This is an optimization exercise on Yosys and OpenROAD, whose aim is small area and a short achievable clock period, not a production implementation. Where RTL was checked, it was by simulation tests only, not by an equivalence proof against the original. Power and IR drop assume default switching activity.

Setup of the baseline:
// multiplier_logic
module multiplier_logic (
    input  wire        clk,
    input  wire        rst_n,
    input  wire [15:0] a,
    input  wire [15:0] b,
    output reg  [31:0] y
);
Settings: LEC_CHECK=0, CAP_MARGIN=20, CORE_MARGIN=2, CORE_UTILIZATION=40, CTS_CLUSTER_DIAMETER=60, CTS_CLUSTER_SIZE=50, SETUP_SLACK_MARGIN=2.5, SLEW_MARGIN=20, SYNTH_HIERARCHICAL=1, SYNTH_MINIMUM_KEEP_SIZE=0; clock period 4.5 ns.
run.sh (not shown) runs the stock make flow with config.mk's settings and CLKGATE_MAP_FILE= SYNTH_SCRIPT=/design/flow/synth_recipe.tcl, a recipe that flattens the netlist after the stock synthesis.
Modified inputs, the candidate compared to the baseline
--- a/flow/design.v
+++ b/flow/design.v
@@ -664,27 +664,27 @@
   wire s465 = r3_c398 ^ r3_s401;
   wire c466 = r3_c398 & r3_s401;
   wire s467 = r3_c406 ^ r3_c408;
   wire c468 = r3_c406 & r3_c408;
   wire s469 = r3_c416 ^ r3_c418;
   wire c470 = r3_c416 & r3_c418;
   wire s471 = r3_c424 ^ r3_c426;
   wire c472 = r3_c424 & r3_c426;
   wire [31:0] ra = {r3_c444, r3_s443, r3_c440, r3_s439, r3_c436, r3_s435, r3_s431, r3_s427, r3_s425, r3_s421, r3_s417, r3_s411, r3_s407, c464, r3_s397, r3_s393, c460, c458, c456, c454, c452, c450, c448, c446, r3_r2_s213, r3_c366, r3_s365, r3_s361, r3_s357, r3_r2_s199, r3_r2_s195, r3_r2_s193};
   wire [31:0] rb = {r3_r2_s355, 1'b0, r3_s441, 1'b0, r3_s437, 1'b0, c472, s471, c470, s469, c468, s467, c466, s465, s463, c462, s461, s459, s457, s455, s453, s451, s449, s447, s445, r3_s367, 1'b0, 1'b0, 1'b0, 1'b0, 1'b0, 1'b0};
-  wire [16:0] plo = ra[15:0] + rb[15:0];
-  reg [16:0] r4_plo;
-  reg [15:0] r4_ha, r4_hb;
-  always @(posedge clk) begin r4_plo <= plo; r4_ha <= ra[31:16]; r4_hb <= rb[31:16]; end
-  wire [16:0] phs = {r4_ha, r4_plo[16]} + {r4_hb, r4_plo[16]};
-  wire [15:0] phi = phs[16:1];
-  wire [31:0] prod = {phi, r4_plo[15:0]};
+  wire [22:0] plo = ra[21:0] + rb[21:0];
+  reg [22:0] r4_plo;
+  reg [9:0] r4_ha, r4_hb;
+  always @(posedge clk) begin r4_plo <= plo; r4_ha <= ra[31:22]; r4_hb <= rb[31:22]; end
+  wire [10:0] phs = {r4_ha, r4_plo[22]} + {r4_hb, r4_plo[22]};
+  wire [9:0] phi = phs[10:1];
+  wire [31:0] prod = {phi, r4_plo[21:0]};
   always @(posedge clk) begin
     r1_a0 <= a[0];
     r1_a1 <= a[1];
     r1_a2 <= a[2];
     r1_a3 <= a[3];
     r1_a4 <= a[4];
     r1_a5 <= a[5];
     r1_a6 <= a[6];
     r1_a7 <= a[7];
     r1_a8 <= a[8];
[summary]
- Looking at remaining max-slew budget at the tightest pin, the candidate sits 0.46 points lower than the baseline does.
- The candidate vs the baseline — proportion of cell area occupied by registers dropped 0.44 points.
- In terms of area share of fa/ha/maj cells after synthesis, the baseline and the candidate differ only marginally.
- Number of inserted filler cells in the final layout went down slightly going from the baseline to the candidate.
- Final cell count (lower): the candidate
- The candidate has fewer flip-flops than the baseline.
- Compared with the baseline, the candidate ends up with less cell area.
- Per the comparison of the candidate with the baseline, power spent charging and discharging nets rose 0.43 mW, die outline height neither gained nor lost much.
- Diff the candidate and the baseline: core utilization higher in the candidate
- Worst vdd rail ir drop sits higher in the candidate than in the baseline.
- Largest net degree at the start of global routing ended up 7 lower on the candidate than on the baseline.
- The count of clock-net buffers in the final layout of the baseline and that of the candidate are within noise of each other.
Function was not checked in any run of this note: the RTL went through the layout flow alone.

========
## run R
Another version of the RTL of multiplier_logic (not shown whole).
For scale: about 66 I/O pins, roughly 12000 sq um of cells after synthesis.
make LEC_CHECK=0 CAP_MARGIN=20 CORE_MARGIN=2 CORE_UTILIZATION=40 CTS_CLUSTER_DIAMETER=60 CTS_CLUSTER_SIZE=50 SETUP_SLACK_MARGIN=2.5 SLEW_MARGIN=20 SYNTH_HIERARCHICAL=1 SYNTH_MINIMUM_KEEP_SIZE=0 finish   # period 4.5 ns
[inputs] run P vs run R
--- a/flow/design.v
+++ b/flow/design.v
@@ -665,25 +665,25 @@
   wire c466 = r3_c398 & r3_s401;
   wire s467 = r3_c406 ^ r3_c408;
   wire c468 = r3_c406 & r3_c408;
   wire s469 = r3_c416 ^ r3_c418;
   wire c470 = r3_c416 & r3_c418;
   wire s471 = r3_c424 ^ r3_c426;
   wire c472 = r3_c424 & r3_c426;
   wire [31:0] ra = {r3_c444, r3_s443, r3_c440, r3_s439, r3_c436, r3_s435, r3_s431, r3_s427, r3_s425, r3_s421, r3_s417, r3_s411, r3_s407, c464, r3_s397, r3_s393, c460, c458, c456, c454, c452, c450, c448, c446, r3_r2_s213, r3_c366, r3_s365, r3_s361, r3_s357, r3_r2_s199, r3_r2_s195, r3_r2_s193};
   wire [31:0] rb = {r3_r2_s355, 1'b0, r3_s441, 1'b0, r3_s437, 1'b0, c472, s471, c470, s469, c468, s467, c466, s465, s463, c462, s461, s459, s457, s455, s453, s451, s449, s447, s445, r3_s367, 1'b0, 1'b0, 1'b0, 1'b0, 1'b0, 1'b0};
-  wire [20:0] plo = ra[19:0] + rb[19:0];
-  reg [20:0] r4_plo;
-  reg [11:0] r4_ha, r4_hb;
-  always @(posedge clk) begin r4_plo <= plo; r4_ha <= ra[31:20]; r4_hb <= rb[31:20]; end
-  wire [12:0] phs = {r4_ha, r4_plo[20]} + {r4_hb, r4_plo[20]};
-  wire [11:0] phi = phs[12:1];
-  wire [31:0] prod = {phi, r4_plo[19:0]};
+  wire [18:0] plo = ra[17:0] + rb[17:0];
+  reg [18:0] r4_plo;
+  reg [13:0] r4_ha, r4_hb;
+  always @(posedge clk) begin r4_plo <= plo; r4_ha <= ra[31:18]; r4_hb <= rb[31:18]; end
+  wire [14:0] phs = {r4_ha, r4_plo[18]} + {r4_hb, r4_plo[18]};
+  wire [13:0] phi = phs[14:1];
+  wire [31:0] prod = {phi, r4_plo[17:0]};
   always @(posedge clk) begin
     r1_a0 <= a[0];
     r1_a1 <= a[1];
     r1_a2 <= a[2];
     r1_a3 <= a[3];
     r1_a4 <= a[4];
     r1_a5 <= a[5];
     r1_a6 <= a[6];
     r1_a7 <= a[7];
==> comparison <==
- Post-detailed-placement half-perimeter wirelength (run P vs. run R) decreases slightly
- Run P has completed all stages; timing, DRC and antenna checks passed.
- The pre-CTS setup slack of run P falls short of that of run R by 0.13 ns.
- Re tightest hold margin: run R was lower than run P.
- From run R to run P the numbers moved as follows: fraction of area in multi-input gates now smaller; switching power of the nets now smaller.
No functional check of the RTL was part of run P.

## separate check: timing with driven ports
No port has a modelled driver above. Below, the same layouts with a new extraction and two added sets of constraints.
Step 1 (the two cells are an assumption about what drives the block):
set clk [get_ports {clk}]
set_driving_cell -lib_cell sky130_fd_sc_hd__clkbuf_16 $clk
set_driving_cell -lib_cell sky130_fd_sc_hd__buf_2 [delete_from_list [all_inputs] $clk]
Step 2 moves the port delays by t, midway between the first and last clock arrival at a register: inputs arrive t later, outputs are due t later. That takes back most of the time a late clock gives input paths.
Three values: ideal ports, drivers, drivers and shift; two values: the first two.
run | shift t [ns] | setup slack, ns | worst register clock-pin slew, ns | worst slew at a driven data input, ns | pins driven straight from the clock port
the baseline | 0.566 | 2.464 / 2.464 / 2.259 | 0.11 / 0.11 | 0.03 | 1
the candidate | 0.575 | 2.491 / 2.491 / 2.169 | 0.09 / 0.09 | 0.04 | 1
run R | 0.572 | 2.535 / 2.492 / 2.052 | 0.10 / 0.10 | 0.03 | 1
run P | 0.557 | 2.414 / 2.414 / 2.060 | 0.10 / 0.10 | 0.03 | 1
After both steps every run listed still meets setup and hold. For run R, which loses most, drivers alone change the setup slack by -0.043 ns; drivers and shift together by -0.483 ns.
